This is an optimization exercise on Yosys and OpenROAD, whose aim is small area, not a production implementation. Function was checked by simulation only, so behaviour that the tests miss may differ from the original. Power figures rest on the tool's default switching activity, not on a simulated workload.

**design.v**
```verilog
module ROM_COS(clka, ena, addra, douta);
input clka, ena;
input [9:0] addra;
output [11:0] douta;
assign douta = 12'd0;
endmodule
module ROM_SINE(clka, ena, addra, douta);
input clka, ena;
input [9:0] addra;
output [11:0] douta;
assign douta = 12'd0;
endmodule
module NCO(clk, rst, en, ncos, nsin);
input clk, rst, en;
output [11:0] ncos, nsin;
assign ncos = 12'd0;
assign nsin = 12'd0;
endmodule
module CO(clk, rst, en, I, Q, I_ro, Q_ro);
input clk, rst, en;
input [1:0] I;
input [1:0] Q;
output [13:0] I_ro;
output [13:0] Q_ro;
function [7:0] ADD; input [7:0] x; input [7:0] y; input ci;
  integer i; reg cy;
  begin
    cy = ci;
    for (i = 0; i < 8; i = i + 1) begin
      ADD[i] = x[i] ^ y[i] ^ cy;
      cy = (x[i] & y[i]) | (cy & (x[i] ^ y[i]));
    end
  end
endfunction
function [7:0] CNEG; input [7:0] x; input n;
  integer i; reg any;
  begin
    any = 1'b0;
    for (i = 0; i < 8; i = i + 1) begin
      CNEG[i] = x[i] ^ (n & any);
      any = any | x[i];
    end
  end
endfunction
function [7:0] MUL; input [1:0] k; input [5:0] s;
  MUL = ({8{k[1]}} & {1'b0, s, 1'b0}) | ({8{k[0]}} & {2'b0, s});
endfunction
reg [1:0] q;
reg p;
reg [6:0] xb;                
wire [6:0] x = ~xb;
reg [1:0] It, Qt;
integer j;
reg [6:0] xn;
reg cy;
always @(*) begin
  cy = 1'b1;
  for (j = 0; j < 7; j = j + 1) begin
    xn[j] = x[j] ^ cy;
    cy = cy & (x[j] ^ p);
  end
end
wire w = x[0] & (&(x[6:1] ^ {6{p}}));
always @(posedge clk or posedge rst) begin
  if (rst) begin
    q <= 2'd0;
    p <= 1'b0;
    xb <= 7'd0;
    It <= 2'd0;
    Qt <= 2'd0;
  end else begin
    q <= {q[1] ^ (q[0] & p & w), q[0] ^ (p & w)};
    p <= p ^ w;
    xb <= ~xn;
    It <= I;
    Qt <= Q;
  end
end
wire s = p & ~(|x);
wire [5:0] bt;
wire [4:0] st;
BIGT u_big(.a(x), .y(bt));
SMALLT u_small(.a(x), .y(st));
wire [5:0] A = s ? 6'd28 : bt;
wire [5:0] B = s ? 6'd28 : {1'b0, st};
wire sw = p ^ q[0];
wire cneg = q[1] ^ q[0];
wire sneg = q[1];
wire [1:0] mi = {It[1] & ~It[0], It[0]};    
wire [1:0] mq = {Qt[1] & ~Qt[0], Qt[0]};    
wire ic = It[1] ^ cneg, is = It[1] ^ sneg;   
wire qc = Qt[1] ^ cneg, qs = Qt[1] ^ sneg;   
wire [1:0] ia = sw ? mq : mi;
wire [1:0] ib = sw ? mi : mq;
wire isa = sw ? ~qs : ic;
wire isb = sw ? ic : ~qs;
wire qsa = sw ? is : qc;
wire qsb = sw ? qc : is;
wire [5:0] fi = {isa, isa ^ isb, ib, ia};
wire [5:0] fq = {qsa, qsa ^ qsb, ia, ib};
wire [7:0] wi = ADD(MUL(fi[1:0], A), MUL(fi[3:2], B) ^ {8{fi[4]}}, fi[4]);
wire [7:0] wq = ADD(MUL(fq[1:0], A), MUL(fq[3:2], B) ^ {8{fq[4]}}, fq[4]);
reg [7:0] ir, qr;
reg ineg, qneg;
always @(posedge clk or posedge rst) begin
  if (rst) begin
    ir <= 8'd0;
    qr <= 8'd0;
    ineg <= 1'b0;
    qneg <= 1'b0;
  end else if (en) begin
    ir <= wi;
    qr <= wq;
    ineg <= fi[5];
    qneg <= fq[5];
  end
end
wire [7:0] ri = CNEG(ir, ineg);
wire [7:0] rq = CNEG(qr, qneg);
assign I_ro = {{6{ri[7]}}, ri};
assign Q_ro = {{6{rq[7]}}, rq};
endmodule
module BIGT(a, y);
  input [6:0] a;
  output [5:0] y;
  wire new_n14, new_n15, new_n16, new_n17, new_n18, new_n19, new_n20,
    new_n21, new_n22, new_n23, new_n24, new_n25, new_n26, new_n27, new_n28,
    new_n29, new_n30, new_n31, new_n32, new_n33, new_n34, new_n35, new_n36,
    new_n37, new_n38, new_n39, new_n40, new_n42, new_n43, new_n44, new_n45,
    new_n46, new_n47, new_n48, new_n50, new_n51, new_n52;
  assign new_n14 = ~a[0] & ~a[1];
  assign new_n15 = a[2] & ~new_n14;
  assign new_n16 = a[0] & a[1];
  assign new_n17 = ~a[1] & a[5];
  assign new_n18 = ~a[4] & ~new_n17;
  assign new_n19 = ~new_n16 & ~new_n18;
  assign new_n20 = new_n15 & ~new_n19;
  assign new_n21 = ~a[3] & ~new_n20;
  assign new_n22 = ~a[5] & ~new_n16;
  assign new_n23 = a[3] & new_n15;
  assign new_n24 = ~new_n22 & new_n23;
  assign new_n25 = ~new_n21 & ~new_n24;
  assign new_n26 = a[6] & ~new_n25;
  assign new_n27 = a[0] & a[6];
  assign new_n28 = ~a[1] & ~a[2];
  assign new_n29 = ~new_n27 & new_n28;
  assign new_n30 = a[3] & a[4];
  assign new_n31 = ~new_n29 & new_n30;
  assign new_n32 = a[5] & new_n31;
  assign new_n33 = ~new_n26 & ~new_n32;
  assign new_n34 = ~a[4] & ~new_n24;
  assign new_n35 = a[5] & ~new_n34;
  assign new_n36 = ~a[5] & new_n34;
  assign new_n37 = ~new_n35 & ~new_n36;
  assign new_n38 = a[6] & new_n37;
  assign new_n39 = ~a[5] & ~a[6];
  assign new_n40 = ~new_n31 & new_n39;
  assign y[2] = ~new_n38 & ~new_n40;
  assign new_n42 = new_n37 & y[2];
  assign new_n43 = new_n33 & ~new_n42;
  assign new_n44 = a[2] & ~a[3];
  assign new_n45 = ~new_n16 & ~new_n44;
  assign new_n46 = a[4] & a[5];
  assign new_n47 = ~new_n45 & new_n46;
  assign new_n48 = new_n26 & new_n47;
  assign y[0] = ~new_n43 & ~new_n48;
  assign new_n50 = new_n31 & ~new_n33;
  assign new_n51 = a[6] & new_n34;
  assign new_n52 = ~new_n40 & ~new_n51;
  assign y[1] = ~new_n50 & new_n52;
  assign y[4] = a[6] & new_n35;
  assign y[3] = new_n40 | y[4];
  assign y[5] = ~y[4];
endmodule
module SMALLT(a, y);
  input [6:0] a;
  output [4:0] y;
  wire new_n13, new_n14, new_n15, new_n16, new_n17, new_n18, new_n19,
    new_n20, new_n21, new_n22, new_n23, new_n24, new_n25, new_n26, new_n27,
    new_n28, new_n29, new_n30, new_n31, new_n32, new_n33, new_n34, new_n35,
    new_n36, new_n37, new_n38, new_n39, new_n40, new_n41, new_n42, new_n43,
    new_n44, new_n45, new_n46, new_n47, new_n49, new_n50, new_n51, new_n52,
    new_n53, new_n54, new_n55, new_n57, new_n58, new_n59, new_n60, new_n61,
    new_n62, new_n63, new_n65, new_n66, new_n67, new_n69;
  assign new_n13 = ~a[1] & a[4];
  assign new_n14 = ~a[0] & new_n13;
  assign new_n15 = a[3] & a[5];
  assign new_n16 = new_n14 & new_n15;
  assign new_n17 = a[0] & ~a[3];
  assign new_n18 = ~new_n13 & new_n17;
  assign new_n19 = ~a[1] & ~a[5];
  assign new_n20 = ~a[4] & ~new_n19;
  assign new_n21 = a[6] & ~new_n20;
  assign new_n22 = ~new_n18 & new_n21;
  assign new_n23 = ~new_n16 & ~new_n22;
  assign new_n24 = a[3] & ~a[5];
  assign new_n25 = a[2] & ~new_n24;
  assign new_n26 = new_n14 & ~new_n25;
  assign new_n27 = ~a[3] & a[5];
  assign new_n28 = ~a[2] & ~new_n27;
  assign new_n29 = ~new_n26 & ~new_n28;
  assign new_n30 = ~new_n23 & ~new_n29;
  assign new_n31 = ~a[5] & a[6];
  assign new_n32 = a[2] & ~new_n31;
  assign new_n33 = ~a[5] & ~a[6];
  assign new_n34 = ~a[4] & ~new_n28;
  assign new_n35 = ~new_n33 & ~new_n34;
  assign new_n36 = ~a[3] & a[6];
  assign new_n37 = ~a[0] & ~new_n36;
  assign new_n38 = a[1] & ~new_n37;
  assign new_n39 = ~new_n35 & new_n38;
  assign new_n40 = ~new_n32 & ~new_n39;
  assign new_n41 = ~a[4] & new_n36;
  assign new_n42 = a[5] & ~new_n41;
  assign new_n43 = a[0] & a[1];
  assign new_n44 = new_n32 & new_n43;
  assign new_n45 = ~new_n42 & new_n44;
  assign new_n46 = new_n23 & ~new_n45;
  assign new_n47 = ~new_n40 & new_n46;
  assign y[0] = new_n30 | new_n47;
  assign new_n49 = ~new_n30 & ~new_n45;
  assign new_n50 = a[5] & a[6];
  assign new_n51 = new_n49 & ~new_n50;
  assign new_n52 = ~new_n49 & new_n50;
  assign new_n53 = ~new_n51 & ~new_n52;
  assign new_n54 = ~a[3] & ~new_n53;
  assign new_n55 = a[3] & new_n53;
  assign y[1] = ~new_n54 & ~new_n55;
  assign new_n57 = a[3] & ~a[6];
  assign new_n58 = ~new_n36 & ~new_n57;
  assign new_n59 = ~new_n51 & ~new_n58;
  assign new_n60 = ~a[4] & ~new_n59;
  assign new_n61 = a[4] & ~new_n15;
  assign new_n62 = new_n59 & new_n61;
  assign new_n63 = ~new_n52 & ~new_n62;
  assign y[2] = ~new_n60 & new_n63;
  assign new_n65 = a[4] & new_n57;
  assign new_n66 = ~new_n41 & ~new_n65;
  assign new_n67 = ~new_n49 & ~new_n66;
  assign y[3] = new_n42 | new_n67;
  assign new_n69 = ~a[5] & new_n67;
  assign y[4] = a[6] & ~new_n69;
endmodule
```
**flow/run.sh**
```bash
#!/bin/bash
# Own layout flow: the standard layout (standard.sh), with these changes:
#  - synthesis maps with an area-only ABC script (flow/abc_area.script) instead of
#    ORFS's, which sizes and buffers for speed; everything else in synthesis is
#    the standard script (synth_recipe.tcl), so the registers are the same;
#  - synthesis extracts no full-adder cells (ADDER_MAP_FILE empty): ABC maps the
#    adders as gates, whose carry chain is faster than the full-adder cell's;
#  - port buffering uses the smallest buffer cell (every port still gets one);
#  - clock tree synthesis takes its arguments from flow/cts_args.txt (no dummy
#    loads, small clock buffers).
# ORFS writes each step's full log under orfs/logs; the make output of each
# standard.sh call goes to flow_synth.log and flow_finish.log here.
set -euo pipefail
W=$PWD
rm -rf "$W/myscripts"
cp -r "$FLOW_HOME/scripts" "$W/myscripts"
cp "$W/flow/abc_area.script" "$W/myscripts/abc_area.script"
export SCRIPTS_DIR="$W/myscripts"
export ADDER_MAP_FILE=
export BUFFER_PORTS_ARGS="-buffer_cell sky130_fd_sc_hd__buf_1"
if [[ -f "$W/flow/cts_args.txt" ]]; then
  CTS_ARGS="$(tr '\n' ' ' < "$W/flow/cts_args.txt")"
  export CTS_ARGS
fi
bash "$W/standard.sh" synth > "$W/flow_synth.log" 2>&1
bash "$W/standard.sh" finish > "$W/flow_finish.log" 2>&1
test -f "$W/out/final.def"
```
**flow/abc_area.script**
```
strash
dch
amap
topo
strash
dch
amap
topo
```
**flow/cts_args.txt**
```
-sink_clustering_enable -repair_clock_nets -buf_list sky130_fd_sc_hd__clkbuf_4 -dont_use_dummy_load
```
**standard.sh**
```bash
#!/bin/bash
# synth_recipe.tcl (not shown) runs the flow's synth.tcl, then flattens the netlist and writes it again
# the make line also repeats each setting of config.mk as NAME=value (left out here)
make -C /OpenROAD-flow-scripts/flow DESIGN_CONFIG=/design/flow/config.mk WORK_HOME=/design/flow/orfs CLKGATE_MAP_FILE= SYNTH_SCRIPT=/design/flow/synth_recipe.tcl "${@:-finish}"
```
**config.mk**
```make
export PLATFORM = sky130hd
export DESIGN_NAME = CO
export DESIGN_NICKNAME = CO
export VERILOG_FILES = /design/flow/design.v
export SDC_FILE = /design/flow/constraint.sdc
export NUM_CORES = 4
export LEC_CHECK = 0
export ABC_AREA = 1
export CAP_MARGIN = 20
export CORE_MARGIN = 2
export CORE_UTILIZATION = 40
export SLEW_MARGIN = 20
export SYNTH_MEMORY_MAX_BITS = 32768
```
**constraint.sdc**
```tcl
create_clock -name core_clock -period 5.0 [get_ports {clk}]
set_input_delay 1.0000 -clock core_clock [delete_from_list [all_inputs] [get_ports {clk}]]
set_output_delay 1.0000 -clock core_clock [all_outputs]
set_load 0.01 [all_outputs]
```
==> results of run 1 <==
-- layout by cell type, fill, tap and decap left out, drive strengths merged --
cell / n
buf: 38
a21oi: 38
clkinv: 46
a31oi: 3
o22ai: 49
nor2: 69
or2: 4
dfrtp: 32
and2: 2
o221ai: 3
clkbuf: 5
o31ai: 3
o21a: 2
nand3: 1
nand2: 29
nor3b: 1
o41ai: 1
a211oi: 3
a21o: 6
nor3: 7
o22a: 4
nor2b: 2
o32ai: 2
o21ai: 45
nor4: 1
-- metal layers --
layer / vias to the layer above / routed length [um] / track usage
li1: 1382 / - / -
met1: 1113 / 2850 / 0.252
met2: 66 / 2690 / 0.319
met3: 10 / 247 / 0.0357
met4: 0 / 75 / 0.0525
met5: - / 0 / 0
-- how the worst min path moves through the flow --
stage,slack [ns],to,startpoint
finish,0.52,ir[7]$_DFFE_PP0P_,ir[7]$_DFFE_PP0P_
CTS,0.53,ir[7]$_DFFE_PP0P_,ir[7]$_DFFE_PP0P_
global placement,0.50,qr[7]$_DFFE_PP0P_,qr[7]$_DFFE_PP0P_
floorplan,0.47,ir[7]$_DFFE_PP0P_,ir[7]$_DFFE_PP0P_
global route,0.55,ir[7]$_DFFE_PP0P_,ir[7]$_DFFE_PP0P_
detailed placement,0.50,ir[7]$_DFFE_PP0P_,ir[7]$_DFFE_PP0P_
-- logic make-up after synthesis --
group                  count (synthesis)
and+or+nand+nor                      116
DFF                                   32
buffers and inverters                 60
AOI/OAI and AO/OA                    159
-- layout make-up --
class,count,area share
clock buffers,5,0.0140
inverters,46,0.0645
multi-input cells,275,0.528
flip-flops and latches,32,0.300
well taps,75,0.0350
repair buffers,38,0.0589
-- worst max-delay path, stage by stage (launching register included) --
cell	delay (ns)
dfrtp_1	0.49
clkinv_1	0.27
a211oi_1	0.27
nor3_1	0.08
a21oi_1	0.17
nor2_1	0.08
nor2_1	0.18
nor3_1	0.09
nor2_1	0.16
nor2_1	0.05
a21oi_1	0.24
o22ai_1	0.13
o21ai_0	0.23
nor2_1	0.09
a21oi_1	0.16
and2_0	0.19
nor2_1	0.07
nor2_1	0.14
a21oi_1	0.07
nor2_1	0.16
a21oi_1	0.07
nor2_1	0.15
a21oi_1	0.08
o21ai_0	0.30
nor2_1	0.08
a21oi_1	0.12
nor2_1	0.05
a21oi_1	0.12
-- where the power goes --
group / total (W) / leakage, nW / switching [W] / internal, W
logic: 0.000221 / 0.599 / 0.000143 / 0.0000779
registers: 0.000296 / 0.373 / 0.0000148 / 0.000281
clock network: 0.000133 / 0.0230 / 0.0000858 / 0.0000470
total: 0.000650 / 0.994 / 0.000244 / 0.000406
-- sequential cells by signal, indices dropped and copies added (netlist names) --
name / count
qr: 8
ir: 8
ineg: 1
xb: 7
q: 2
It: 2
Qt: 2
qneg: 1
p: 1
-- through the flow --
step                      hold WS, ns  instances  cell area, sq um
after floorplan                 0.474        367              2480
after global placement          0.501        466              2630
after detailed placement        0.503        466              2630
after CTS                       0.526        471              2670
after global routing            0.550        471              2680
final                           0.523        471              2680
==> run_results.csv, run 1 <==
group,metric,value,unit
floorplanning,core,5960,sq um
yosys,synth_compound_gate_area_share,0.376,
power_and_ir_drop,power.leakage,0.994,nW
cells_and_area,drive_above_1_share,0.0328,
grt,grt_max_degree,33,
clocking,clk_latency,0.33,ns
yosys,syn_nets,374,
drt,vias_per_cell,5.46,
clocking,cts_sinks,32,
setup_path,endpoint_kind,"register",
yosys,synthTopCellsByArea,"dfrtp_1 (32%), o22ai_1 (12%), nor2_1 (10%)",
grt,grt_pass1_vias,2276,
yosys,synthMuxAreaShare,0,
floorplanning,dieArea,6860,sq um
clocking,clock_path_buffers,2,
floorplanning,start_util,0.417,
setup_path,rr_endpoint,"ir[6]$_DFFE_PP0P_",
sta,maxSlewViolCount,0,
drt,first_iter_violations,158,
floorplanning,num_rows,28,
yosys,syn_avg_cell_area,6.77,sq um
yosys,synthSimpleGateAreaFrac,0.190,
worst_hold_path,hp-class,"reg2reg",
setup_path,critPathMaxFanout,9,
grt,grt_usage,0.190,
sta,fin_setup_tns,0,ns
yosys,syn-cell-area,2480,sq um
yosys,ys_ff_latch,32,
clocking,cts_resized,0,
setup_path,critPathArrivalTime,4.62,ns
floorplanning,die_height,82.8,um
sta,period_minus_slack,4.38,ns
drt,wire_per_inst,12.4,um
drt,dr.pass1.iters,4,
yosys,async_flop_share,1.00,
clocking,cts_hold_buffers,0,
grt,grt_pass1_wl,10200,um
run,maxCapViolations,0,
power_and_ir_drop,power.density,243,nW/um^2
power_and_ir_drop,power,0.000650,W
yosys,synth_xor_area_frac,0,
cells_and_area,num_antenna_cells,0,
setup_path,r2r_cells,27,
drt,drc,0,
sta,rsz0062_at_grt,"false",
clocking,htreeDepth,2,
sta,tightest_slew,0.797,ns
worst_hold_path,min_path_cells,2,
outcome,status,"complete, no violations",
setup_path,setup.worst_path.class,"reg2reg",
setup_path,crit_end,"ir[6]$_DFFE_PP0P_",
clocking,cts_buffers,5,
yosys,synth_most_common_cell,"nor2_1",
sta,skew,0.0155,ns
placed_design,dpl.hpwl,4500,um
sta,finalSetupViolations,0,
yosys,netlist_instances,367,
drt,vias,2571,
cells_and_area,area_growth,7.86,%
floorplanning,die_w,82.8,um
sta,max_freq,0.228,GHz
grt,antenna_found_initial,0,
yosys,yosysTopAreaCell,"dfrtp_1",
sta,slew_headroom,0.462,
power_and_ir_drop,ir_drop,0.138,mV
cells_and_area,register_area,803,sq um
sta,period_share,0.876,
drt,wl,5860,um
yosys,synth_flop_cell,"dfrtp_1",
placed_design,globalplace.congestion,0.925,
setup_path,cp-start-kind,"register",
floorplanning,ioPinCount,35,
yosys,ys_top_cells_by_count,"nor2_1 (69), o22ai_1 (49), clkinv_1 (46)",
clocking,post_cts_buffers,0,
clocking,clk_pin_slew,0.09,ns
drt,antenna_left,0,
setup_path,r2r_start,"xb[4]$_DFF_PP0_",
yosys,synth_edf_count,0,
cells_and_area,fillers,625,
setup_path,crit_required,5.24,ns
sta,fin_ws,0.621,ns
yosys,ys_warn_count,1,
placed_design,numPortBuffers,34,
clocking,cts_tree,"done",
yosys,synth.distinct_cells,24,
cells_and_area,final_core_utilization,0.450,
grt,overflow,0,
setup_path,ff2ff_setup_slack,0.62,ns
yosys,synth_top_family_by_area,"compound AO/OA/AOI/OAI gates",
cells_and_area,final_nets,405,
setup_path,crit_start,"xb[4]$_DFF_PP0_",
sta,hold_violations,0,
cells_and_area,multiInputGateArea,1410,sq um
yosys,ys_seq_area_frac,0.322,
yosys,synthAdderAreaFrac,0,
placed_design,dp_slack,0.452,ns
yosys,netlist.area_leader.share,0.322,
clocking,cts_root_buf,"clkbuf_4",
==> run 2: changes to the inputs <==
==> flow/abc_area.script (replaced) <==
strash
dch
amap
topo
==> run 2 against run 1 <==
Against the previous run: still clean; setup slack got worse by 0.036 ns; register-to-register slack got worse by 0.04 ns; via count grew 3.8%; sequential power hardly changed; combinational power fell by 3%; hold slack improved by 0.0053 ns; clock skew grew 0.017 ns; area after synthesis grew 0.45%; flip-flop and latch count unchanged; critical path type unchanged; highest routed layer unchanged.
==> run_results.csv, run 2 <==
group,metric,value,unit
grt,overflow,0,
grt,grt_pass1_wl,10600,um
cells_and_area,final_common_cell,"nor2_1",
setup_path,slowest_delay,0.48,ns
setup_path,ff2ff_setup_slack,0.58,ns
grt,grt_max_degree,33,
grt,grt_usage,0.181,
clocking,cts_sinks,32,
setup_path,cp-start-kind,"register",
yosys,syn-cell-area,2490,sq um
floorplanning,dieArea,6880,sq um
drt,first_iter_violations,123,
yosys,ys_top_cells_by_count,"nor2_1 (70), a21oi_1 (55), o21ai_0 (53)",
setup_path,critPathArrivalTime,4.65,ns
setup_path,crit_buf_inv,1,
power_and_ir_drop,ir_drop,0.125,mV
yosys,syn_nets,384,
yosys,async_flop_share,1.00,
setup_path,crit_required,5.24,ns
yosys,ys_ff_latch,32,
yosys,ys_warn_count,1,
cells_and_area,final_nets,420,
clocking,htreeDepth,2,
setup_path,critPathMaxFanout,10,
drt,drc,0,
cells_and_area,top_regs,"ir (8), qr (8), xb (7)",
setup_path,crit_family,"compound AO/OA/AOI/OAI gates",
yosys,synth_most_common_cell,"nor2_1",
cells_and_area,mostFrequentLayoutCells,"nor2_1 (70), a21oi_1 (55), o21ai_0 (51)",
yosys,syn_avg_cell_area,6.62,sq um
drt,vias_per_cell,5.49,
floorplanning,ioPinCount,35,
power_and_ir_drop,power.density,235,nW/um^2
cells_and_area,num_antenna_cells,0,
cells_and_area,drive_above_1_share,0.0389,
drt,wl,6060,um
floorplanning,num_rows,28,
power_and_ir_drop,power.leakage,0.960,nW
floorplanning,die_height,83.0,um
clocking,cts_tree,"done",
worst_hold_path,hp-class,"reg2reg",
clocking,post_cts_buffers,0,
setup_path,critPathMostFrequentCell,"nor2_1",
sta,maxSlewViolCount,0,
setup_path,crit_start,"xb[4]$_DFF_PP0_",
yosys,ys_seq_area_frac,0.321,
clocking,clk_pin_slew,0.11,ns
floorplanning,die_w,83.0,um
cells_and_area,multiInputGateArea,1420,sq um
yosys,synth_flop_cell,"dfrtp_1",
setup_path,r2r_start,"xb[4]$_DFF_PP0_",
cells_and_area,register_area,803,sq um
clocking,cts_resized,0,
sta,hold_violations,0,
cells_and_area,fin_cells,486,
sta,finalSetupViolations,0,
yosys,yosysTopAreaCell,"dfrtp_1",
drt,wire_per_inst,12.5,um
clocking,cts_buffers,5,
yosys,synth_edf_count,0,
clocking,cts_root_buf,"clkbuf_4",
clocking,clock_path_buffers,2,
placed_design,dpl.hpwl,4570,um
sta,period_share,0.883,
floorplanning,core,5990,sq um
yosys,synthTopCellsByArea,"dfrtp_1 (32%), a21oi_1 (11%), o22ai_1 (11%)",
yosys,synth.distinct_cells,23,
setup_path,setup.worst_path.class,"reg2reg",
cells_and_area,area_growth,8.98,%
sta,tightest_slew,0.939,ns
sta,max_freq,0.226,GHz
clocking,cts_hold_buffers,0,
floorplanning,start_util,0.416,
sta,rsz0062_at_grt,"false",
worst_hold_path,min-delay-start,"ir[7]$_DFFE_PP0P_",
sta,fin_setup_tns,0,ns
sta,period_minus_slack,4.42,ns
placed_design,globalplace.congestion,0.903,
cells_and_area,fillers,662,
outcome,status,"complete, no violations",
yosys,netlist.area_leader.share,0.321,
setup_path,endpoint_kind,"register",
clocking,clk_latency,0.34,ns
sta,slew_headroom,0.366,
grt,antenna_found_initial,0,
drt,vias,2669,
setup_path,slowest_stage,"dfrtp_2",
grt,grt_pass1_vias,2346,
drt,dr.pass1.iters,5,
yosys,netlist_instances,377,
placed_design,numPortBuffers,34,
sta,skew,0.0326,ns
drt,antenna_left,0,
run,maxCapViolations,0,
placed_design,dp.cells,481,
==> run 2: changes by cell type in the layout (fill, tap and decap cells not counted), sizes merged, moves of 3 or more <==
cell,delta
a21o,-6
a21oi,+17
buf,+5
nand2,+3
o21ai,+8
o22ai,-6
or2,-3
==> run 2: per-layer routing <==
metal | global-route usage | vias up | part of all wire
met3 | 0.0318 | 12 | 0.047
met2 | 0.305 | 82 | 0.45
li1 | - | 1412 | -
met1 | 0.233 | 1163 | 0.47
met5 | 0 | - | 0
met4 | 0.0656 | 0 | 0.029
==> run 2: cells by family after synthesis <==
family          count (synthesis)  share of synthesized area
compound gates                168                      0.381
buf+inv                        60                      0.111
flops                          32                      0.321
simple gates                  117                      0.187
==> run 2: metrics by stage <==
stage          instance area, sq um   util  setup WS (ns)  hold WS, ns  power [W]
2_1_floorplan                  2490      -          0.967        0.488   0.000485
3_3_place_gp                   2680  0.447          0.702        0.506   0.000514
3_5_place_dp                   2680  0.447          0.505        0.510   0.000519
4_1_cts                        2720  0.453          0.436        0.531   0.000651
5_1_grt                        2720  0.454         0.0235        0.561   0.000689
6_report                       2720  0.454          0.585        0.528   0.000639
==> run 2: area by class of cell <==
type | instances | share of cell area
clock buffers | 5 | 0.0138
inverters | 46 | 0.0635
multi-input cells | 285 | 0.521
flip-flops and latches | 32 | 0.295
well taps | 75 | 0.0345
repair buffers | 43 | 0.0718
==> run 2: power by group <==
group | switching (W) | internal [W]
Clock | 0.0000798 | 0.0000469
Combinational | 0.000140 | 0.0000741
Sequential | 0.0000170 | 0.000281
==> run 2: path summary, 6_finish.rpt <==
check,endpoint,depth (start not counted)
setup / recovery,ir[6]$_DFFE_PP0P_,28
hold / removal,ir[7]$_DFFE_PP0P_,1
setup reg to reg,ir[6]$_DFFE_PP0P_,28
hold reg to reg,ir[7]$_DFFE_PP0P_,1
max in group asynchronous,xb[3]$_DFF_PP0_,3
min in group asynchronous,It[1]$_DFF_PP0_,3
==> run 3: changes to the inputs <==
--- a/design.v
+++ b/design.v
@@ -103,3 +103,2 @@
 reg [7:0] ir, qr;
-reg ineg, qneg;
 always @(posedge clk or posedge rst) begin
@@ -108,15 +107,9 @@
     qr <= 8'd0;
-    ineg <= 1'b0;
-    qneg <= 1'b0;
   end else if (en) begin
-    ir <= wi;
-    qr <= wq;
-    ineg <= fi[5];
-    qneg <= fq[5];
+    ir <= CNEG(wi, fi[5]);
+    qr <= CNEG(wq, fq[5]);
   end
 end
-wire [7:0] ri = CNEG(ir, ineg);
-wire [7:0] rq = CNEG(qr, qneg);
-assign I_ro = {{6{ri[7]}}, ri};
-assign Q_ro = {{6{rq[7]}}, rq};
+assign I_ro = {{6{ir[7]}}, ir};
+assign Q_ro = {{6{qr[7]}}, qr};
 endmodule
==> flow/abc_area.script (replaced) <==
strash
dch
map -a
topo
==> run 3 against run 2 <==
Against the previous run: sequential power is essentially flat; die area is 3.9% higher; clock power about the same; non-clock buffer count is 14 higher; sequential share of layout area shrank 4.7 points.
==> run_results.csv, run 3 <==
group,metric,value,unit
outcome,status,"complete, no violations",
setup_path,setup.worst_path.class,"reg2reg",
setup_path,ff2ff_setup_slack,0.32,ns
placed_design,globalplace.congestion,0.954,
grt,grt_usage,0.175,
drt,vias,2510,
sta,maxSlewViolCount,0,
clocking,cts_sinks,30,
yosys,ys_top_cells_by_count,"nand2_1 (73), nor2_1 (63), clkinv_1 (43)",
yosys,yosysTopAreaCell,"dfrtp_1",
yosys,synthMuxAreaShare,0,
grt,antenna_found_initial,0,
grt,overflow,0,
clocking,clock_path_buffers,2,
yosys,syn_nets,385,
setup_path,crit_required,5.19,ns
power_and_ir_drop,intPower,0.000421,W
yosys,synth_top_family_by_area,"simple AND/OR/NAND/NOR gates",
power_and_ir_drop,p_seq_frac,0.441,
sta,slew_headroom,0.423,
power_and_ir_drop,power.leakage,1.30,nW
setup_path,slowest_delay,0.43,ns
clocking,clk_pin_slew,0.10,ns
cells_and_area,mostFrequentLayoutCells,"nand2_1 (73), nor2_1 (61), xor2_1 (41)",
clocking,htreeDepth,2,
yosys,ys_ff_latch,30,
cells_and_area,postLayoutCellArea,3030,sq um
cells_and_area,area_growth,16.6,%
power_and_ir_drop,power.density,221,nW/um^2
grt,grt_pass1_vias,2378,
worst_hold_path,hp-class,"reg2reg",
floorplanning,dieArea,7150,sq um
yosys,synthTopCellsByArea,"dfrtp_1 (29%), xor2_1 (14%), nand2_1 (11%)",
sta,period_share,0.935,
grt,grt_max_degree,31,
sta,whs,0.485,ns
setup_path,crit_buf_inv,3,
yosys,async_flop_share,1.00,
setup_path,critPathMaxFanout,5,
yosys,netlist_instances,378,
drt,antenna_left,0,
floorplanning,die_w,84.6,um
cells_and_area,final_common_cell,"nand2_1",
placed_design,postPlaceCellArea,2920,sq um
clocking,cts_root_buf,"clkbuf_4",
sta,period_minus_slack,4.68,ns
sta,finalSetupViolations,0,
yosys,syn-cell-area,2600,sq um
setup_path,crit_family,"adder cells",
drt,wire_per_inst,11.6,um
placed_design,numPortBuffers,34,
yosys,synthSimpleGateAreaFrac,0.245,
run,maxCapViolations,0,
yosys,synth_most_common_cell,"nand2_1",
yosys,synth_compound_gate_area_share,0.161,
setup_path,cp-start-kind,"register",
setup_path,crit_cells,24,
clocking,cts_buffers,5,
cells_and_area,num_antenna_cells,0,
power_and_ir_drop,p_sw_frac,0.371,
yosys,ys_seq_area_frac,0.289,
yosys,ys_warn_count,1,
drt,vias_per_cell,4.97,
setup_path,crit_end,"ir[7]$_DFFE_PP0P_",
floorplanning,start_util,0.411,
placed_design,dpl.hpwl,4720,um
drt,first_iter_violations,117,
floorplanning,core,6310,sq um
cells_and_area,top_regs,"ir (8), qr (8), xb (7)",
yosys,synth_flop_cell,"dfrtp_1",
setup_path,timing.critical_path.cells,"nor2_2, inv_2, a2111oi_4, nor2_2, xor2_1, a21oi_1, nand2_1, nand2_1, o41ai_4, o22ai_1, clkinv_1, xor2_1, clkinv_1, or2_2, o21ai_0, maj3_1, maj3_1, maj3_1, maj3_1, xnor2_1, nand2_1, nand2_1, xor2_1, o21ai_0",
drt,wl,5860,um
cells_and_area,final_nets,437,
setup_path,r2r_start,"xb[0]$_DFF_PP0_",
sta,max_freq,0.214,GHz
setup_path,endpoint_kind,"register",
clocking,clk_latency,0.33,ns
floorplanning,num_rows,29,
setup_path,crit_start,"xb[0]$_DFF_PP0_",
setup_path,rr_endpoint,"ir[7]$_DFFE_PP0P_",
floorplanning,ioPinCount,35,
yosys,synthAdderAreaFrac,0.0193,
yosys,synth.distinct_cells,26,
drt,drc,0,
sta,hold_violations,0,
cells_and_area,drive_above_1_share,0.114,
sta,tightest_slew,0.857,ns
power_and_ir_drop,combinationalPowerShare,0.369,
floorplanning,die_height,84.6,um
setup_path,critPathArrivalTime,4.86,ns
setup_path,r2r_cells,24,
clocking,cts_tree,"done",
yosys,netlist.area_leader.share,0.289,
yosys,synth_xor_area_frac,0.189,
power_and_ir_drop,p_switching,0.000248,W
power_and_ir_drop,ir_drop,0.119,mV
drt,dr.pass1.iters,5,
sta,skew,0.0286,ns
yosys,synth_edf_count,0,
yosys,syn_avg_cell_area,6.87,sq um
power_and_ir_drop,pwr-share-clk,0.190,
grt,grt_pass1_wl,10400,um
setup_path,slowest_stage,"dfrtp_1",
==> run 3: kinds of logic (layout without fill, tap and decap cells) <==
logic type | count (synthesis) | after routing
adders and majority gates | 5 | 5
and+or+nand+nor | 157 | 157
AOI/OAI and AO/OA | 75 | 75
DFF | 30 | 30
xor gates and xnor gates | 56 | 56
buffers and inverters | 55 | 105
==> run 3: worst reg2reg max path: stages (launching register included) <==
cell and delay [ns]:
dfrtp_1 0.43, nor2_2 0.16, inv_2 0.08, a2111oi_4 0.38
nor2_2 0.09, xor2_1 0.16, a21oi_1 0.19, nand2_1 0.07
nand2_1 0.10, o41ai_4 0.11, o22ai_1 0.15, clkinv_1 0.11
xor2_1 0.17, clkinv_1 0.06, or2_2 0.10, o21ai_0 0.10
maj3_1 0.38, maj3_1 0.38, maj3_1 0.37, maj3_1 0.38
xnor2_1 0.18, nand2_1 0.10, nand2_1 0.08, xor2_1 0.13
o21ai_0 0.08
==> run 3: power groups by stage <==
stage               sequential [W]  clock, W  combinational, W
floorplan                 0.000316         0          0.000187
global placement          0.000299         0          0.000243
detailed placement        0.000301         0          0.000248
CTS                       0.000296  0.000136          0.000249
global route              0.000300  0.000143          0.000283
finish                    0.000295  0.000127          0.000247
==> run 3: timing repair <==
action,in CTS,in global routing
resized for setup,0,19
buffers inserted,0,1
hold buffers,0,0
setup endpoints to repair,0,5
==> run 3: area by class of cell <==
| type | count | area, sq um |
|---|---|---|
| Clock buffer | 5 | 37.5 |
| Fill cell | 651 | 3290 |
| Inverter | 43 | 161 |
| Multi-Input combinational cell | 293 | 1660 |
| Sequential cell | 30 | 753 |
| Tap cell | 77 | 96.3 |
| Timing Repair Buffer | 57 | 320 |
==> run 3: stage by stage <==
| stage | util | worst slack [ns] | instances | setup TNS, ns | total power (W) |
|---|---|---|---|---|---|
| finish | 0.479 | 0.325 | 505 | 0 | 0.000669 |
| global route | 0.479 | -0.00583 | 505 | -0.0109 | 0.000726 |
| CTS | 0.468 | 0.0272 | 504 | 0 | 0.000680 |
| detailed placement | 0.462 | 0.0705 | 499 | 0 | 0.000548 |
| global placement | 0.457 | 0.199 | 498 | 0 | 0.000542 |
| floorplan | - | 0.304 | 378 | 0 | 0.000503 |
==> run 3: layer usage <==
| layer | part of all wire | track usage |
|---|---|---|
| met5 | 0 | 0 |
| met4 | 0.021 | 0.0649 |
| met3 | 0.039 | 0.0275 |
| met2 | 0.47 | 0.304 |
| met1 | 0.47 | 0.219 |
==> run 3: worst min path at each step <==
stage                      startpoint                 to  slack, ns  cells after the start
finish              ir[4]$_DFFE_PP0P_  ir[4]$_DFFE_PP0P_       0.48                      2
global route        qr[4]$_DFFE_PP0P_  qr[4]$_DFFE_PP0P_       0.52                      2
CTS                 qr[4]$_DFFE_PP0P_  qr[4]$_DFFE_PP0P_       0.49                      2
detailed placement  ir[1]$_DFFE_PP0P_  ir[1]$_DFFE_PP0P_       0.47                      2
global placement    ir[2]$_DFFE_PP0P_  ir[2]$_DFFE_PP0P_       0.46                      2
floorplan              q[0]$_DFF_PP0_     q[0]$_DFF_PP0_       0.49                      1
==> run 4: changes to the inputs <==
==> flow/abc_area.script (replaced) <==
strash
dch
amap
topo
strash
dch
amap
topo
==> run 4 against run 3 <==
Against the previous run: register-to-register slack improved by 0.14 ns; via count grew 3.0%; total power down 9.8%; clock skew decreased by 0.018 ns; critical endpoint unchanged; largest cell class unchanged; highest routed layer unchanged.
==> run_results.csv, run 4 <==
group,metric,value,unit
outcome,status,"complete, no violations",
clocking,cts_sinks,30,
setup_path,critPathMaxFanout,5,
grt,grt_pass1_vias,2156,
cells_and_area,final_common_cell,"nor2_1",
grt,grt_usage,0.182,
yosys,ys_ff_latch,30,
sta,whs,0.489,ns
yosys,yosysTopAreaCell,"dfrtp_1",
drt,first_iter_violations,233,
clocking,cts_hold_buffers,0,
cells_and_area,mostFrequentLayoutCells,"nor2_1 (74), a21oi_1 (48), o21ai_0 (38)",
setup_path,crit_required,5.19,ns
yosys,synthTopCellsByArea,"dfrtp_1 (32%), nor2_1 (13%), a21oi_1 (11%)",
drt,vias_per_cell,5.50,
drt,dr.pass1.iters,5,
sta,max_freq,0.221,GHz
sta,fin_setup_tns,0,ns
clocking,clk_latency,0.32,ns
yosys,ys_warn_count,1,
floorplanning,ioPinCount,35,
setup_path,critPathArrivalTime,4.72,ns
yosys,synth_most_common_cell,"nor2_1",
cells_and_area,top_regs,"ir (8), qr (8), xb (7)",
drt,wl,5800,um
cells_and_area,area_growth,14.1,%
setup_path,setup.worst_path.class,"reg2reg",
cells_and_area,final_nets,404,
yosys,async_flop_share,1.00,
placed_design,dp_slack,0.261,ns
cells_and_area,num_antenna_cells,0,
sta,tightest_slew,0.884,ns
yosys,ys_top_cells_by_count,"nor2_1 (79), a21oi_1 (53), o21ai_0 (43)",
yosys,syn_nets,361,
yosys,ys_seq_area_frac,0.317,
sta,finalSetupViolations,0,
drt,wire_per_inst,12.3,um
placed_design,dpl.hpwl,4450,um
power_and_ir_drop,ir_drop,0.134,mV
floorplanning,core,5820,sq um
setup_path,endpoint_kind,"register",
drt,antenna_left,0,
clocking,clk_pin_slew,0.09,ns
setup_path,cp-start-kind,"register",
grt,overflow,0,
floorplanning,start_util,0.407,
cells_and_area,drive_above_1_share,0.0835,
grt,grt_max_degree,25,
clocking,cts_root_buf,"clkbuf_4",
floorplanning,die_height,80.9,um
sta,slew_headroom,0.403,
cells_and_area,final_core_utilization,0.464,
yosys,syn-cell-area,2370,sq um
yosys,synth_edf_count,0,
power_and_ir_drop,power,0.000603,W
floorplanning,num_rows,28,
yosys,synth.distinct_cells,27,
sta,skew,0.0101,ns
yosys,syn_avg_cell_area,6.68,sq um
floorplanning,die_w,80.9,um
grt,grt_pass1_wl,9480,um
clocking,htreeDepth,2,
floorplanning,dieArea,6550,sq um
worst_hold_path,hp-class,"reg2reg",
sta,fin_ws,0.469,ns
clocking,cts_buffers,5,
yosys,netlist_instances,354,
sta,hold_violations,0,
power_and_ir_drop,power.leakage,1.00,nW
yosys,synth_flop_cell,"dfrtp_1",
placed_design,globalplace.congestion,0.892,
clocking,cts_tree,"done",
sta,rsz0062_at_grt,"false",
drt,drc,0,
power_and_ir_drop,power.density,224,nW/um^2
clocking,clock_path_buffers,2,
run,maxCapViolations,0,
sta,period_share,0.906,
placed_design,numPortBuffers,34,
grt,antenna_found_initial,0,
sta,maxSlewViolCount,0,
cells_and_area,fillers,675,
drt,vias,2585,
yosys,netlist.area_leader.share,0.317,
sta,period_minus_slack,4.53,ns
## run 4: final cells by class
type,instances,area (sq um),area share
well taps,75,93.8,0.0348
flip-flops and latches,30,752,0.279
multi-input cells,285,1470,0.545
repair buffers,48,240,0.0890
inverters,27,105,0.0389
clock buffers,5,37.5,0.0139
## run 4: final timing paths
path	from	endpoint	slack (ns)	depth (start not counted)
min in group asynchronous	rst	q[1]$_DFF_PP0_	0.58	2
worst min-delay path	qr[0]$_DFFE_PP0P_	qr[0]$_DFFE_PP0P_	0.49	2
max in group asynchronous	rst	qr[6]$_DFFE_PP0P_	3.97	3
worst max-delay path	xb[1]$_DFF_PP0_	ir[7]$_DFFE_PP0P_	0.47	27
worst min register to register	qr[0]$_DFFE_PP0P_	qr[0]$_DFFE_PP0P_	0.49	2
worst max register to register	xb[1]$_DFF_PP0_	ir[7]$_DFFE_PP0P_	0.47	27
## run 4: through the flow
step                      instance area (sq um)  cells
final                                      2700    470
after global routing                       2700    470
after CTS                                  2620    466
after detailed placement                   2580    461
after global placement                     2560    460
after floorplan                            2370    354
## run 4: routing by layer
layer  GRT usage  part of all wire
met1       0.239              0.46
met4      0.0475             0.016
met5           0                 0
met3      0.0300             0.057
met2       0.309              0.46
## run 4: timing repair
item                       4_1_cts  5_1_grt
setup endpoints to repair        0        4
gates resized for setup          0       20
setup buffers                    0        4
## run 4: power breakdown
part,internal [W],switching (W)
clock,0.0000469,0.0000783
combinational,0.0000732,0.000122
sequential,0.000267,0.0000155
## run 4: logic make-up (layout without fill, tap and decap cells)
| family | Yosys count | count (layout) | synth area share |
|---|---|---|---|
| flip-flops | 30 | 30 | 0.317 |
| buffers and inverters | 39 | 80 | 0.0809 |
| AND/OR/NAND/NOR | 131 | 131 | 0.224 |
| AO/OA/AOI/OAI | 154 | 154 | 0.378 |
## run 4: worst max-delay path: stages, from the launching register on
cell and delay, ns:
dfrtp_1 0.44, nor2_1 0.29, clkinv_1 0.14, nor3_1 0.32, nor2_2 0.11, nand2_1 0.07
o21ai_0 0.09, or3_1 0.40, a31oi_4 0.22, o22ai_1 0.16, a21oi_2 0.22, nand2_1 0.07
o21ai_1 0.10, nor2_1 0.07, a21oi_1 0.16, nor2_1 0.08, a21oi_1 0.16, nor2_1 0.08
a21oi_1 0.16, nor2_1 0.08, a21oi_1 0.16, nor2_1 0.08, or2_0 0.21, and2_0 0.16
nor2_1 0.12, nor2_1 0.05, a21oi_1 0.10, o21ai_0 0.08
==> run 5: changes to the inputs <==
==> flow/abc_area.script (replaced) <==
strash
dch
amap
topo
--- a/config.mk
+++ b/config.mk
@@ -10,3 +10,3 @@
 export CORE_MARGIN = 2
-export CORE_UTILIZATION = 40
+export CORE_UTILIZATION = 55
 export SLEW_MARGIN = 20
==> run 5 against run 4 <==
Against the previous run: hold slack worse by 0.0097 ns; flip-flop and latch count stayed put; clock power hardly changed; sequential power hardly changed; non-clock buffer count is 4 lower; combinational power is 6% lower; first-iteration DRC count is 18% lower; global-route usage is 5.7 points higher; sequential share of layout area is 0.69 points higher; setup slack better by 0.16 ns; highest routed layer unchanged.
==> run_results.csv, run 5 <==
group,metric,value,unit
outcome,status,"complete, no violations",
floorplanning,start_util,0.560,
yosys,synth_xor_area_frac,0,
worst_hold_path,hp-class,"reg2reg",
sta,finalSetupViolations,0,
yosys,netlist_instances,363,
setup_path,critPathMaxFanout,12,
drt,wire_per_inst,12.1,um
yosys,syn_avg_cell_area,6.63,sq um
sta,max_freq,0.229,GHz
grt,grt_usage,0.238,
grt,antenna_found_initial,0,
placed_design,numPortBuffers,34,
setup_path,r2r_cells,23,
setup_path,crit_required,5.20,ns
setup_path,ff2ff_setup_slack,0.63,ns
yosys,synthMuxAreaShare,0,
floorplanning,die_height,70.1,um
setup_path,critPathMostFrequentCell,"o21ai_0",
drt,antenna_left,0,
grt,overflow,0,
floorplanning,ioPinCount,35,
yosys,synth_compound_gate_area_share,0.372,
power_and_ir_drop,ir_drop,0.147,mV
yosys,ys_warn_count,1,
yosys,syn-cell-area,2410,sq um
placed_design,globalplace.congestion,0.901,
yosys,ys_top_cells_by_count,"nand2_1 (67), o21ai_0 (57), nor2_1 (55)",
yosys,synth_top_family_by_area,"compound AO/OA/AOI/OAI gates",
cells_and_area,num_antenna_cells,0,
clocking,clk_pin_slew,0.08,ns
sta,maxSlewViolCount,0,
setup_path,crit_end,"qr[7]$_DFFE_PP0P_",
setup_path,r2r_start,"xb[3]$_DFF_PP0_",
cells_and_area,mostFrequentLayoutCells,"nand2_1 (67), nor2_1 (53), o21ai_0 (52)",
power_and_ir_drop,power,0.000590,W
cells_and_area,area_growth,9.46,%
clocking,post_cts_buffers,0,
yosys,ys_ff_latch,30,
sta,tightest_slew,0.837,ns
setup_path,slowest_delay,0.49,ns
setup_path,critPathArrivalTime,4.57,ns
setup_path,crit_cells,23,
floorplanning,dieArea,4920,sq um
placed_design,postPlaceCellArea,2580,sq um
drt,routed.top_layer,"met4",
yosys,syn_nets,370,
power_and_ir_drop,power.density,224,nW/um^2
clocking,cts_root_buf,"clkbuf_4",
cells_and_area,drive_above_1_share,0.0500,
cells_and_area,final_nets,409,
sta,skew,0.0200,ns
clocking,clk_latency,0.34,ns
setup_path,rr_endpoint,"qr[7]$_DFFE_PP0P_",
sta,slew_headroom,0.437,
grt,grt_pass1_vias,2128,
drt,vias_per_cell,5.53,
yosys,synth_flop_cell,"dfrtp_1",
setup_path,crit_start,"xb[3]$_DFF_PP0_",
yosys,netlist.area_leader.share,0.312,
drt,wl_met1,2750,um
sta,period_share,0.874,
drt,drc,0,
yosys,synth_most_common_cell,"nand2_1",
clocking,htreeDepth,2,
yosys,synthSimpleGateAreaFrac,0.231,
setup_path,setup.worst_path.class,"reg2reg",
setup_path,crit_buf_inv,1,
clocking,cts_buffers,5,
yosys,synth_edf_count,0,
clocking,cts_tree,"done",
yosys,synthTopCellsByArea,"dfrtp_1 (31%), o21ai_0 (12%), nand2_1 (10%)",
clocking,clock_path_buffers,2,
clocking,cts_sinks,30,
yosys,synth.distinct_cells,27,
drt,wl,5460,um
clocking,cts_hold_buffers,0,
floorplanning,die_w,70.1,um
drt,wl_met2,2390,um
setup_path,cp-start-kind,"register",
yosys,ys_seq_area_frac,0.312,
cells_and_area,top_regs,"ir (8), qr (8), xb (7)",
setup_path,crit_family,"compound AO/OA/AOI/OAI gates",
drt,first_iter_violations,191,
placed_design,dpl.hpwl,4190,um
setup_path,timing.critical_path.cells,"clkinv_1, nor2_2, a21oi_1, nor3_1, nor2_2, nand2_1, o21ai_0, or3_1, a31oi_2, o22ai_1, o21ai_0, nand2_1, o21a_1, nand2_1, nand2_1, o21ai_1, a41oi_1, nor2_1, o21ai_0, nor2_1, nor2_1, o21ai_0, o21ai_0",
drt,dr.pass1.iters,4,
floorplanning,core,4290,sq um
setup_path,endpoint_kind,"register",
grt,grt_pass1_wl,9520,um
cells_and_area,postLayoutCellArea,2630,sq um
yosys,synthAdderAreaFrac,0,
cells_and_area,final_common_cell,"nand2_1",
yosys,async_flop_share,1.00,
drt,vias,2500,
setup_path,slowest_stage,"dfrtp_2",
drt,wl_met3,221,um
floorplanning,num_rows,24,
yosys,yosysTopAreaCell,"dfrtp_1",
run,maxCapViolations,0,
sta,period_minus_slack,4.37,ns
power_and_ir_drop,power.leakage,1.01,nW
sta,hold_violations,0,
grt,grt_max_degree,31,
==> run 5: cell count changes after synthesis, sizes merged, moves of 3 or more <==
cell    change
clkinv      +3
o22a        -8
nor2       -24
o21ai      +14
nand2      +33
or2         -3
o22ai       +4
a21oi      -27
a211oi      +4
o21a       +11
==> run 5: metal layers <==
metal | vias to the layer above | GRT usage
met5 | - | 0
met4 | 0 | 0.0748
met3 | 10 | 0.0433
met2 | 58 | 0.390
met1 | 1057 | 0.320
li1 | 1375 | -
==> run 5: cell type report <==
type,instances,area [sq um]
Fill cell,417,1660
Multi-Input combinational cell,291,1460
Sequential cell,30,752
Timing Repair Buffer,44,203
Inverter,30,113
Tap cell,52,65.1
Clock buffer,5,37.5
==> run 5: through the flow <==
| stage | worst slack, ns | hold WS, ns | utilization | setup TNS [ns] | cells |
|---|---|---|---|---|---|
| finish | 0.631 | 0.479 | 0.613 | 0 | 452 |
| floorplan | 0.889 | 0.513 | - | 0 | 363 |
| detailed placement | 0.426 | 0.468 | 0.602 | 0 | 447 |
| global route | -0.00982 | 0.512 | 0.613 | -0.00982 | 452 |
| global placement | 0.600 | 0.463 | 0.602 | 0 | 447 |
| CTS | 0.408 | 0.487 | 0.610 | 0 | 452 |
==> run 5: cell families (layout without fill, tap and decap cells) <==
group / after synthesis / in the layout
AOI/OAI and AO/OA: 152 / 152
DFF: 30 / 30
buffers and inverters: 42 / 79
and+or+nand+nor: 139 / 139
==> run 5: worst reg2reg max path, cell delays in order, from the launching register on <==
cell and delay [ns]:
dfrtp_2 0.49, clkinv_1 0.21, nor2_2 0.20, a21oi_1 0.11, nor3_1 0.30, nor2_2 0.09
nand2_1 0.07, o21ai_0 0.11, or3_1 0.38, a31oi_2 0.30, o22ai_1 0.13, o21ai_0 0.23
nand2_1 0.11, o21a_1 0.12, nand2_1 0.07, nand2_1 0.07, o21ai_1 0.21, a41oi_1 0.20
nor2_1 0.20, o21ai_0 0.14, nor2_1 0.18, nor2_1 0.07, o21ai_0 0.18, o21ai_0 0.09
==> run 5: repair_timing <==
item,4_1_cts,5_1_grt
resized for setup,0,9
setup endpoints to repair,0,4
hold endpoints to repair,0,0
==> run 5: worst min path at each step <==
stage | cells past startpoint | endpoint | from | slack (ns)
2_1_floorplan | 1 | xb[2]$_DFF_PP0_ | xb[2]$_DFF_PP0_ | 0.51
3_3_place_gp | 2 | ir[4]$_DFFE_PP0P_ | ir[4]$_DFFE_PP0P_ | 0.46
3_5_place_dp | 2 | ir[5]$_DFFE_PP0P_ | ir[5]$_DFFE_PP0P_ | 0.47
4_1_cts | 2 | ir[5]$_DFFE_PP0P_ | ir[5]$_DFFE_PP0P_ | 0.49
5_1_grt | 2 | ir[4]$_DFFE_PP0P_ | ir[4]$_DFFE_PP0P_ | 0.51
6_report | 2 | ir[5]$_DFFE_PP0P_ | ir[5]$_DFFE_PP0P_ | 0.48
==> run 5: where the power goes <==
| group | switching (W) | total (W) | internal [W] |
|---|---|---|---|
| Sequential | 0.0000151 | 0.000281 | 0.000266 |
| Clock | 0.0000776 | 0.000124 | 0.0000468 |
| Combinational | 0.000116 | 0.000184 | 0.0000685 |
==> run 6: changes to the inputs <==
==> flow/abc_area.script (replaced) <==
strash
&get -n
&deepsyn -T 120
&put
dch
amap
topo
--- a/config.mk
+++ b/config.mk
@@ -10,3 +10,3 @@
 export CORE_MARGIN = 2
-export CORE_UTILIZATION = 55
+export CORE_UTILIZATION = 40
 export SLEW_MARGIN = 20
==> run 6 against run 5 <==
Against the previous run: area after synthesis shrank 3.5%; non-clock buffer count grew 25; final cell count grew 6.6%; sequential power rose by 2%; utilization down 7.1 points; via count is 4.5% higher; first-iteration DRC count down 28%; flip-flop and latch count unchanged; maximum frequency decreased by 6.9%; global-route usage is 4.0 points lower; clock skew up 0.0039 ns; largest power group unchanged.
==> run_results.csv, run 6 <==
group,metric,value,unit
outcome,status,"complete, no violations",
cells_and_area,drive_above_1_share,0.256,
cells_and_area,area_growth,29.4,%
setup_path,crit_required,5.21,ns
sta,period_minus_slack,4.69,ns
grt,grt_max_degree,31,
floorplanning,ioPinCount,35,
setup_path,setup.worst_path.class,"reg2reg",
grt,gr-max-usage-layer,"met2",
cells_and_area,postLayoutCellArea,3000,sq um
run,maxCapViolations,0,
setup_path,critPathArrivalTime,4.90,ns
yosys,netlist.area_leader.share,0.323,
floorplanning,die_height,80.2,um
floorplanning,start_util,0.419,
clocking,htreeDepth,2,
worst_hold_path,hp-class,"reg2reg",
clocking,cts_buffers,5,
floorplanning,die_w,80.2,um
cells_and_area,num_antenna_cells,0,
sta,whs,0.485,ns
clocking,clk_pin_slew,0.10,ns
cells_and_area,final_common_cell,"nor2_1",
yosys,syn-cell-area,2320,sq um
setup_path,endpoint_kind,"register",
placed_design,postPlaceCellArea,2620,sq um
setup_path,cp-start-kind,"register",
yosys,synthTopCellsByArea,"dfrtp_1 (32%), nor2_1 (13%), a21oi_1 (9.5%)",
placed_design,dpl.hpwl,4470,um
yosys,synth_flop_cell,"dfrtp_1",
sta,tightest_slew,0.614,ns
grt,grt_usage,0.199,
floorplanning,core,5540,sq um
placed_design,numPortBuffers,34,
cells_and_area,mostFrequentLayoutCells,"nor2_1 (62), buf_1 (34), buf_4 (34)",
yosys,async_flop_share,1.00,
sta,fin_setup_tns,0,ns
grt,gr-usage-met1,0.292,
sta,fin_ws,0.309,ns
grt,antenna_found_initial,0,
placed_design,globalplace.congestion,0.916,
clocking,cts_root_buf,"clkbuf_4",
sta,skew,0.0239,ns
sta,period_share,0.938,
grt,grt_pass1_wl,10200,um
sta,maxSlewViolCount,0,
sta,hold_violations,0,
yosys,ys_warn_count,1,
grt,overflow,0,
sta,rsz0062_at_grt,"true",
yosys,netlist_instances,348,
clocking,cts_sinks,30,
yosys,synth_most_common_cell,"nor2_1",
drt,dr.pass1.iters,4,
setup_path,slowest_stage,"dfrtp_2",
cells_and_area,top_regs,"ir (8), qr (8), xb (7)",
clocking,clk_latency,0.34,ns
grt,gr-usage-met2,0.300,
grt,grt_pass1_vias,2219,
setup_path,slowest_delay,0.48,ns
yosys,yosysTopAreaCell,"dfrtp_1",
placed_design,dp_slack,0.0982,ns
floorplanning,dieArea,6430,sq um
sta,finalSetupViolations,0,
yosys,syn_nets,355,
floorplanning,num_rows,27,
sta,max_freq,0.213,GHz
drt,antenna_left,0,
power_and_ir_drop,ir_drop,0.154,mV
clocking,clock_path_buffers,2,
power_and_ir_drop,power.leakage,1.16,nW
cells_and_area,final_nets,419,
sta,slew_headroom,0.588,
yosys,synth_edf_count,0,
drt,wl,6250,um
power_and_ir_drop,power.density,224,nW/um^2
yosys,ys_top_cells_by_count,"nor2_1 (79), a21oi_1 (44), nand2_1 (39)",
setup_path,critPathMaxFanout,5,
yosys,ys_ff_latch,30,
drt,vias,2613,
power_and_ir_drop,power,0.000673,W
yosys,synth.distinct_cells,21,
yosys,syn_avg_cell_area,6.67,sq um
clocking,cts_tree,"done",
drt,vias_per_cell,5.42,
yosys,ys_seq_area_frac,0.323,
drt,drc,0,
drt,first_iter_violations,138,
drt,wire_per_inst,13.0,um
grt,grt_use_met3,0.0348,
==> run 6: cell types whose count changed after synthesis, moves of 5 or more <==
| cell | delta |
|---|---|
| a21oi_1 | +18 |
| nor3_1 | +7 |
| nand2_1 | -28 |
| o22a_1 | +5 |
| nor2_1 | +24 |
| o21ai_0 | -20 |
==> run 6: report_power, final <==
part	internal, W	switching [W]
Clock	0.0000469	0.0000794
Combinational	0.000104	0.000155
Sequential	0.000269	0.0000174
Total	0.000420	0.000252
==> run 6: worst paths after layout <==
check	start	end	slack, ns	cells past startpoint
setup / recovery	xb[1]$_DFF_PP0_	ir[7]$_DFFE_PP0P_	0.31	38
hold / removal	qr[0]$_DFFE_PP0P_	qr[0]$_DFFE_PP0P_	0.49	2
setup reg to reg	xb[1]$_DFF_PP0_	ir[7]$_DFFE_PP0P_	0.31	38
hold reg to reg	qr[0]$_DFFE_PP0P_	qr[0]$_DFFE_PP0P_	0.49	2
max in group asynchronous	rst	xb[2]$_DFF_PP0_	3.98	2
min in group asynchronous	rst	q[0]$_DFF_PP0_	0.65	2
==> run 6: critical path, delay by kind of cell (launching register included) <==
kind | cells | cell delay, ns
compound gates | 16 | 1.77
buf+inv | 3 | 0.35
simple gates | 19 | 1.92
flops | 1 | 0.48
==> run 6: metal layers <==
| layer | vias to the layer above | routed length, um | part of all wire |
|---|---|---|---|
| met5 | - | 0 | 0 |
| met4 | 0 | 68 | 0.011 |
| met3 | 8 | 217 | 0.035 |
| met2 | 49 | 2790 | 0.45 |
| met1 | 1177 | 3180 | 0.51 |
| li1 | 1379 | - | - |
==> run 6: through the flow <==
step | instances | utilization
after floorplan | 348 | -
after global placement | 464 | 0.472
after detailed placement | 464 | 0.472
after CTS | 469 | 0.480
after global routing | 482 | 0.542
final | 482 | 0.542
==> run 6: layout make-up <==
class	count	area [sq um]
Inverter	28	109
Tap cell	72	90.1
Timing Repair Buffer	69	394
Clock buffer	5	37.5
Multi-Input combinational cell	278	1620
Fill cell	578	2540
Sequential cell	30	753
==> run 6: what timing repair did <==
item | 4_1_cts | 5_1_grt
setup buffers | 0 | 13
hold buffers | 0 | 0
hold endpoints to repair | 0 | 0
endpoints found under the setup margin | 1 | 7
pin swaps | 0 | 34
resized for setup | 1 | 88
==> run 6: cell families after synthesis <==
logic type,after synthesis,synth area share
AO/OA/AOI/OAI,144,0.365
buffers and inverters,40,0.0841
AND/OR/NAND/NOR,134,0.227
flip-flops,30,0.323
==> run 7: changes to the inputs <==
==> flow/abc_area.script (replaced) <==
strash
dch
amap -F 4 -A 10
topo
==> run 7 against run 6 <==
Against the previous run: still clean; utilization down 7.8 points; non-clock buffer count down 23; flip-flop and latch count unchanged; maximum frequency up 3.3%; global-route usage down 0.83 points; critical endpoint unchanged.
==> run_results.csv, run 7 <==
group,metric,value,unit
cells_and_area,num_antenna_cells,0,
sta,skew,0.0206,ns
sta,finalSetupViolations,0,
setup_path,critPathArrivalTime,4.77,ns
clocking,cts_sinks,30,
setup_path,ff2ff_setup_slack,0.46,ns
cells_and_area,top_regs,"ir (8), qr (8), xb (7)",
sta,tightest_slew,0.720,ns
yosys,synth_flop_cell,"dfrtp_1",
yosys,syn-cell-area,2430,sq um
yosys,synthTopCellsByArea,"dfrtp_1 (31%), nor2_1 (13%), a21oi_1 (9.7%)",
yosys,yosysTopAreaCell,"dfrtp_1",
cells_and_area,area_growth,12.6,%
yosys,synth.distinct_cells,26,
cells_and_area,drive_above_1_share,0.0720,
drt,first_iter_violations,233,
floorplanning,die_height,81.9,um
yosys,synth_most_common_cell,"nor2_1",
drt,vias,2634,
worst_hold_path,hp-class,"reg2reg",
setup_path,setup.worst_path.class,"reg2reg",
clocking,cts_root_buf,"clkbuf_4",
yosys,ys_seq_area_frac,0.309,
yosys,syn_avg_cell_area,6.67,sq um
setup_path,crit_required,5.23,ns
yosys,async_flop_share,1.00,
drt,wl,6120,um
setup_path,timing.critical_path.cells,"clkinvlp_4, a211oi_1, nor3_1, a31oi_1, nor2_1, nor3_1, nor2_1, o21ai_1, o22ai_1, a21oi_1, nand2_1, o21ai_1, o22ai_2, a21oi_1, o22ai_1, o21ai_1, o21ai_0, nor2_1, nor2_1, nor2_1, nor2_1, nor2_1, a21oi_1, a22o_1",
floorplanning,ioPinCount,35,
setup_path,slowest_stage,"dfrtp_2",
grt,grt_usage,0.190,
setup_path,crit_buf_inv,1,
power_and_ir_drop,ir_drop,0.143,mV
setup_path,cp-start-kind,"register",
cells_and_area,final_nets,412,
outcome,status,"complete, no violations",
clocking,clk_pin_slew,0.10,ns
drt,antenna_left,0,
cells_and_area,final_common_cell,"nor2_1",
placed_design,numPortBuffers,34,
sta,max_freq,0.220,GHz
floorplanning,die_w,81.9,um
power_and_ir_drop,power.leakage,1.03,nW
drt,dr.pass1.iters,5,
clocking,cts_tree,"done",
yosys,netlist.area_leader.share,0.309,
drt,drc,0,
grt,overflow,0,
clocking,cts_buffers,5,
clocking,cts_hold_buffers,0,
drt,wire_per_inst,12.8,um
grt,grt_pass1_vias,2194,
setup_path,slowest_delay,0.44,ns
placed_design,globalplace.congestion,0.913,
yosys,ys_ff_latch,30,
sta,hold_violations,0,
placed_design,dpl.hpwl,4430,um
yosys,netlist_instances,364,
clocking,clk_latency,0.33,ns
yosys,ys_top_cells_by_count,"nor2_1 (81), a21oi_1 (47), o21ai_0 (42)",
grt,antenna_found_initial,0,
sta,period_minus_slack,4.54,ns
setup_path,r2r_cells,24,
worst_hold_path,min_path_cells,2,
setup_path,crit_cells,24,
drt,vias_per_cell,5.51,
clocking,htreeDepth,2,
power_and_ir_drop,power.density,220,nW/um^2
yosys,synth_edf_count,0,
setup_path,critPathMostFrequentCell,"nor2_1",
grt,grt_pass1_wl,10100,um
sta,maxSlewViolCount,0,
yosys,syn_nets,371,
floorplanning,core,5890,sq um
clocking,clock_path_buffers,2,
floorplanning,start_util,0.413,
setup_path,crit_family,"compound AO/OA/AOI/OAI gates",
cells_and_area,mostFrequentLayoutCells,"nor2_1 (80), a21oi_1 (46), nand2_1 (37)",
sta,slew_headroom,0.514,
yosys,ys_warn_count,1,
power_and_ir_drop,power,0.000602,W
sta,period_share,0.908,
sta,whs,0.492,ns
floorplanning,dieArea,6710,sq um
run,maxCapViolations,0,
setup_path,endpoint_kind,"register",
floorplanning,num_rows,28,
grt,grt_max_degree,31,
setup_path,critPathMaxFanout,7,
## run 7: cell types whose count changed in the layout (fill, tap and decap cells not counted), moves of 5 or more
| cell | before | now |
|---|---|---|
| a21oi_2 | 11 | 1 |
| o22a_1 | 8 | 14 |
| o21a_1 | 9 | 2 |
| nor2_1 | 62 | 80 |
| nor2_2 | 15 | 1 |
| nand2_1 | 30 | 37 |
| buf_4 | 34 | 12 |
| o21ai_0 | 21 | 36 |
| a21oi_1 | 33 | 46 |
| o31ai_1 | 5 | 0 |
| clkinv_1 | 22 | 29 |
| o21ai_2 | 9 | 0 |
| nand2_2 | 8 | 0 |
## run 7: cells by family (layout without fill, tap and decap cells)
kind of cell / after synthesis / after routing / share of synthesized area
AO/OA/AOI/OAI: 156 / 156 / 0.385
AND/OR/NAND/NOR: 135 / 135 / 0.221
buffers and inverters: 43 / 82 / 0.0850
flip-flops: 30 / 30 / 0.309
## run 7: area by class of cell
type / instances / area [sq um]
Tap cell: 75 / 93.8
Fill cell: 640 / 3150
Multi-Input combinational cell: 291 / 1510
Sequential cell: 30 / 754
Clock buffer: 5 / 37.5
Inverter: 31 / 124
Timing Repair Buffer: 46 / 218
## run 7: final timing paths
| check | start | to |
|---|---|---|
| min | ir[2]$_DFFE_PP0P_ | ir[2]$_DFFE_PP0P_ |
| min reg2reg | ir[2]$_DFFE_PP0P_ | ir[2]$_DFFE_PP0P_ |
| max | xb[3]$_DFF_PP0_ | ir[7]$_DFFE_PP0P_ |
| max in group asynchronous | rst | qr[0]$_DFFE_PP0P_ |
| min in group asynchronous | rst | xb[5]$_DFF_PP0_ |
| max reg2reg | xb[3]$_DFF_PP0_ | ir[7]$_DFFE_PP0P_ |
## run 7: worst reg2reg max path: stages (launching register included)
cell        delay [ns]
dfrtp_2           0.44
clkinvlp_4        0.18
a211oi_1          0.26
nor3_1            0.09
a31oi_1           0.24
nor2_1            0.13
nor3_1            0.27
nor2_1            0.10
o21ai_1           0.30
o22ai_1           0.17
a21oi_1           0.27
nand2_1           0.09
o21ai_1           0.15
o22ai_2           0.14
a21oi_1           0.25
o22ai_1           0.17
o21ai_1           0.21
o21ai_0           0.13
nor2_1            0.16
nor2_1            0.07
nor2_1            0.17
nor2_1            0.07
nor2_1            0.11
a21oi_1           0.05
a22o_1            0.23
## run 7: per-layer routing
metal / global-route usage / wire (um) / up-vias
li1: - / - / 1389
met1: 0.266 / 3010 / 1160
met2: 0.307 / 2770 / 78
met3: 0.0297 / 273 / 7
met4: 0.0467 / 63 / 0
met5: 0 / 0 / -
## run 7: power by group
part	switching [W]	internal [W]
clock	0.0000825	0.0000470
combinational	0.000123	0.0000689
sequential	0.0000149	0.000266
## run 7: repair_timing
action | in CTS | in global routing
setup buffers | 0 | 4
gates resized for setup | 0 | 18
endpoints found under the setup margin | 0 | 6
## run 7: per-stage QoR
stage / worst slack (ns) / setup TNS (ns) / cells / utilization / area, sq um
after floorplan: 0.661 / 0 / 364 / - / 2430
after global placement: 0.234 / 0 / 469 / 0.445 / 2620
after detailed placement: 0.0288 / 0 / 469 / 0.445 / 2620
after CTS: 0.0126 / 0 / 474 / 0.452 / 2660
after global routing: -0.0615 / -0.100 / 478 / 0.464 / 2730
final: 0.460 / 0 / 478 / 0.464 / 2730

-- what the ideal ports hide --
Ports are ideal in the flow. The routed layouts listed here were re-timed in OpenROAD. Step 1 sets driving cells, clkbuf_16 on the clock port and buf_2 on the other inputs (assumed; they add their load-dependent delay and slew). Step 2 adds t to the input delays and takes it off the output delays; t is the mean of the earliest and latest rising clock arrival at the registers after step 1. Input paths then give back, and output paths get back, about the clock's delay inside the block. a / b / c = ideal / step 1 / step 2; a / b = the first two.
run	t (ns)	setup WS [ns]	hold slack, ns	latest minus earliest clock arrival (ns)	cell pins on the clock port's net
run 1	0.350	0.621 / 0.621 / 0.621	0.523 / 0.523 / 0.523	0.015 / 0.016	1
run 2	0.346	0.585 / 0.585 / 0.585	0.528 / 0.528 / 0.528	0.033 / 0.032	1
run 3	0.342	0.325 / 0.325 / 0.325	0.485 / 0.485 / 0.485	0.029 / 0.029	1
run 4	0.345	0.469 / 0.469 / 0.469	0.489 / 0.489 / 0.489	0.010 / 0.010	1
run 5	0.351	0.631 / 0.631 / 0.631	0.479 / 0.479 / 0.479	0.020 / 0.020	1
run 6	0.350	0.309 / 0.309 / 0.309	0.485 / 0.485 / 0.485	0.024 / 0.024	1
run 7	0.347	0.460 / 0.460 / 0.460	0.492 / 0.492 / 0.492	0.021 / 0.021	1
After both steps setup and hold are still met in every run listed.
